This design comes from an exercise in tuning for small area on the open sky130 flow, not from production work. Function was checked by simulation only, so behaviour that the tests miss may differ from the original.

==> flow/design.v (excerpt) <==
module cordic(angle, out1, clk);
  input signed [31:0] angle;
  input clk;
  output [15:0] out1;
  wire [15:0] a_hi = angle[31:16];
  wire [14:0] u_c = (a_hi[15] != a_hi[14]) ? {15{~a_hi[15]}} : {~a_hi[14], a_hi[13:0]};
  wire [15:0] x_1;
  wire signed [16:0] y_2;
  reg [15:0] x_1_t; reg signed [16:0] y_2_t;
  assign x_1 = x_1_t; assign y_2 = y_2_t;
  always @* case (u_c[14:9])
    6'd0: begin x_1_t = 16'd43266; y_2_t = -17'sd33652; end
    6'd1: begin x_1_t = 16'd42234; y_2_t = -17'sd32318; end
    6'd2: begin x_1_t = 16'd41245; y_2_t = -17'sd31012; end
    6'd3: begin x_1_t = 16'd40295; y_2_t = -17'sd29738; end
    6'd4: begin x_1_t = 16'd39382; y_2_t = -17'sd28487; end
    6'd5: begin x_1_t = 16'd38510; y_2_t = -17'sd27271; end
    6'd6: begin x_1_t = 16'd37677; y_2_t = -17'sd26079; end
    6'd7: begin x_1_t = 16'd36879; y_2_t = -17'sd24915; end
    6'd8: begin x_1_t = 16'd36093; y_2_t = -17'sd23733; end
    6'd9: begin x_1_t = 16'd35367; y_2_t = -17'sd22617; end
    6'd10: begin x_1_t = 16'd34678; y_2_t = -17'sd21521; end
    6'd11: begin x_1_t = 16'd34022; y_2_t = -17'sd20449; end
    6'd12: begin x_1_t = 16'd33397; y_2_t = -17'sd19390; end
    6'd13: begin x_1_t = 16'd32807; y_2_t = -17'sd18356; end
    6'd14: begin x_1_t = 16'd32250; y_2_t = -17'sd17338; end
    6'd15: begin x_1_t = 16'd31722; y_2_t = -17'sd16340; end
  ...
Size: about 2800 cells after synthesis, ~30000 um2 of cells after synthesis.
make LEC_CHECK=0 CAP_MARGIN=20 CORE_MARGIN=2 CORE_UTILIZATION=40 CTS_BUF_LIST='sky130_fd_sc_hd__clkbuf_4 sky130_fd_sc_hd__clkbuf_8' CTS_CLUSTER_DIAMETER=40 CTS_CLUSTER_SIZE=12 SLEW_MARGIN=20 finish   # period 5.5 ns
run.sh (not shown) runs the stock make flow with config.mk's settings and CLKGATE_MAP_FILE= SYNTH_SCRIPT=/design/flow/synth_recipe.tcl, a recipe that flattens the netlist after the stock synthesis.
Then changed:
Settings changed: CTS_BUF_LIST sky130_fd_sc_hd__clkbuf_4 sky130_fd_sc_hd__clkbuf_8 to sky130_fd_sc_hd__clkbuf_8 sky130_fd_sc_hd__clkbuf_16, CTS_CLUSTER_DIAMETER 40 to 80, CTS_CLUSTER_SIZE 12 to 24.
After rerunning: The new run ran to the end with no violations; clock-buffer cell count falls by 77; routed wire length went down by about 1.5%; setup slack degrades by 0.0057 ns; hold slack got worse by 0.013 ns; non-clock buffer count went down by 1; cell count came out lower by about 3%; sequential share of layout area climbs by 1.4 points; utilization drops by 1.4 points; via count goes down by about 2%.
Then changed:
Settings changed: CORE_UTILIZATION 40 to 60, CTS_BUF_LIST sky130_fd_sc_hd__clkbuf_8 sky130_fd_sc_hd__clkbuf_16 to sky130_fd_sc_hd__clkbuf_16, CTS_CLUSTER_DIAMETER 80 to 100, CTS_CLUSTER_SIZE 24 to 30, PLACE_DENSITY set to 0.7.
What happened:
- non-clock buffer count climbs by 2
- design area is lower by 1.9%
- wire length drops by 3.8%
- sequential share of layout area grows by 0.89 points
- fmax hardly moves
Then changed:
Settings changed: CORE_UTILIZATION 60 to 40, PLACE_DENSITY 0.7 to not set.
Via count hardly moves.
Non-clock buffer count is lower by 2.
Global-route usage is lower by 7.1 points.
Design area is higher by about 1.1%.
Synthesized cell count stays the same.
Sequential share of layout area is lower by 0.51 points.
Wire length is higher by about 3.6%.
Critical path depth is higher by 2.
Maximum frequency barely changes.
Then changed:
Settings changed: ABC_AREA set to 1.
What happened: The new run finished with timing, DRC and antenna clean. Area after synthesis came out lower by 0.44%. Via count stays flat. Count of clock-buffer cells in the layout rose by 1. Wire length goes down by 8.8%. First-iteration DRC count shrinks by 12%. Sequential share of layout area barely changes. Design area barely changes.
Then changed:
Settings changed: ABC_AREA 1 to not set, CORE_UTILIZATION 40 to 55, CTS_BUF_LIST sky130_fd_sc_hd__clkbuf_16 to sky130_fd_sc_hd__clkbuf_8, CTS_CLUSTER_DIAMETER 100 to 50, CTS_CLUSTER_SIZE 30 to 16.
After rerunning: Flip-flop and latch count is unchanged; via count increases by about 1.1%; synthesized area goes up by about 0.44%; routed wire length rises by 8.1%.

re-timing with driven ports:
In the flow no input, the clock included, has a driving cell. The finished layouts below were timed again as built, in two steps. Step 1, drivers: a clkbuf_16 drives clk and a buf_2 each remaining input, both assumed. Step 2 adds t to the input delays and takes it off the output delays; t is the mean of the earliest and latest rising clock arrival at the registers after step 1. Input paths then give back, and output paths get back, about the clock's delay inside the block. a / b / c = ideal ports / drivers / drivers and shift; a / b = the first two.
| run | t, ns | setup slack, ns | hold WS [ns] | latest minus earliest clock arrival (ns) | worst slew at a driven data input, ns |
|---|---|---|---|---|---|
| the first run | 0.736 | 0.204 / 0.204 / 0.204 | 0.317 / 0.317 / 0.317 | 0.053 / 0.053 | 0.04 |
| the second run | 0.630 | 0.198 / 0.198 / 0.198 | 0.303 / 0.303 / 0.303 | 0.026 / 0.026 | 0.04 |
| the third run | 0.643 | 0.191 / 0.191 / 0.191 | 0.305 / 0.305 / 0.305 | 0.050 / 0.049 | 0.07 |
| the fourth run | 0.676 | 0.185 / 0.185 / 0.185 | 0.322 / 0.322 / 0.322 | 0.032 / 0.032 | 0.04 |
| the fifth run | 0.679 | 0.193 / 0.193 / 0.193 | 0.324 / 0.324 / 0.324 | 0.042 / 0.042 | 0.04 |
| the sixth run | 0.706 | 0.209 / 0.209 / 0.209 | 0.288 / 0.288 / 0.288 | 0.042 / 0.042 | 0.04 |
After both steps setup and hold are still met in every run listed.
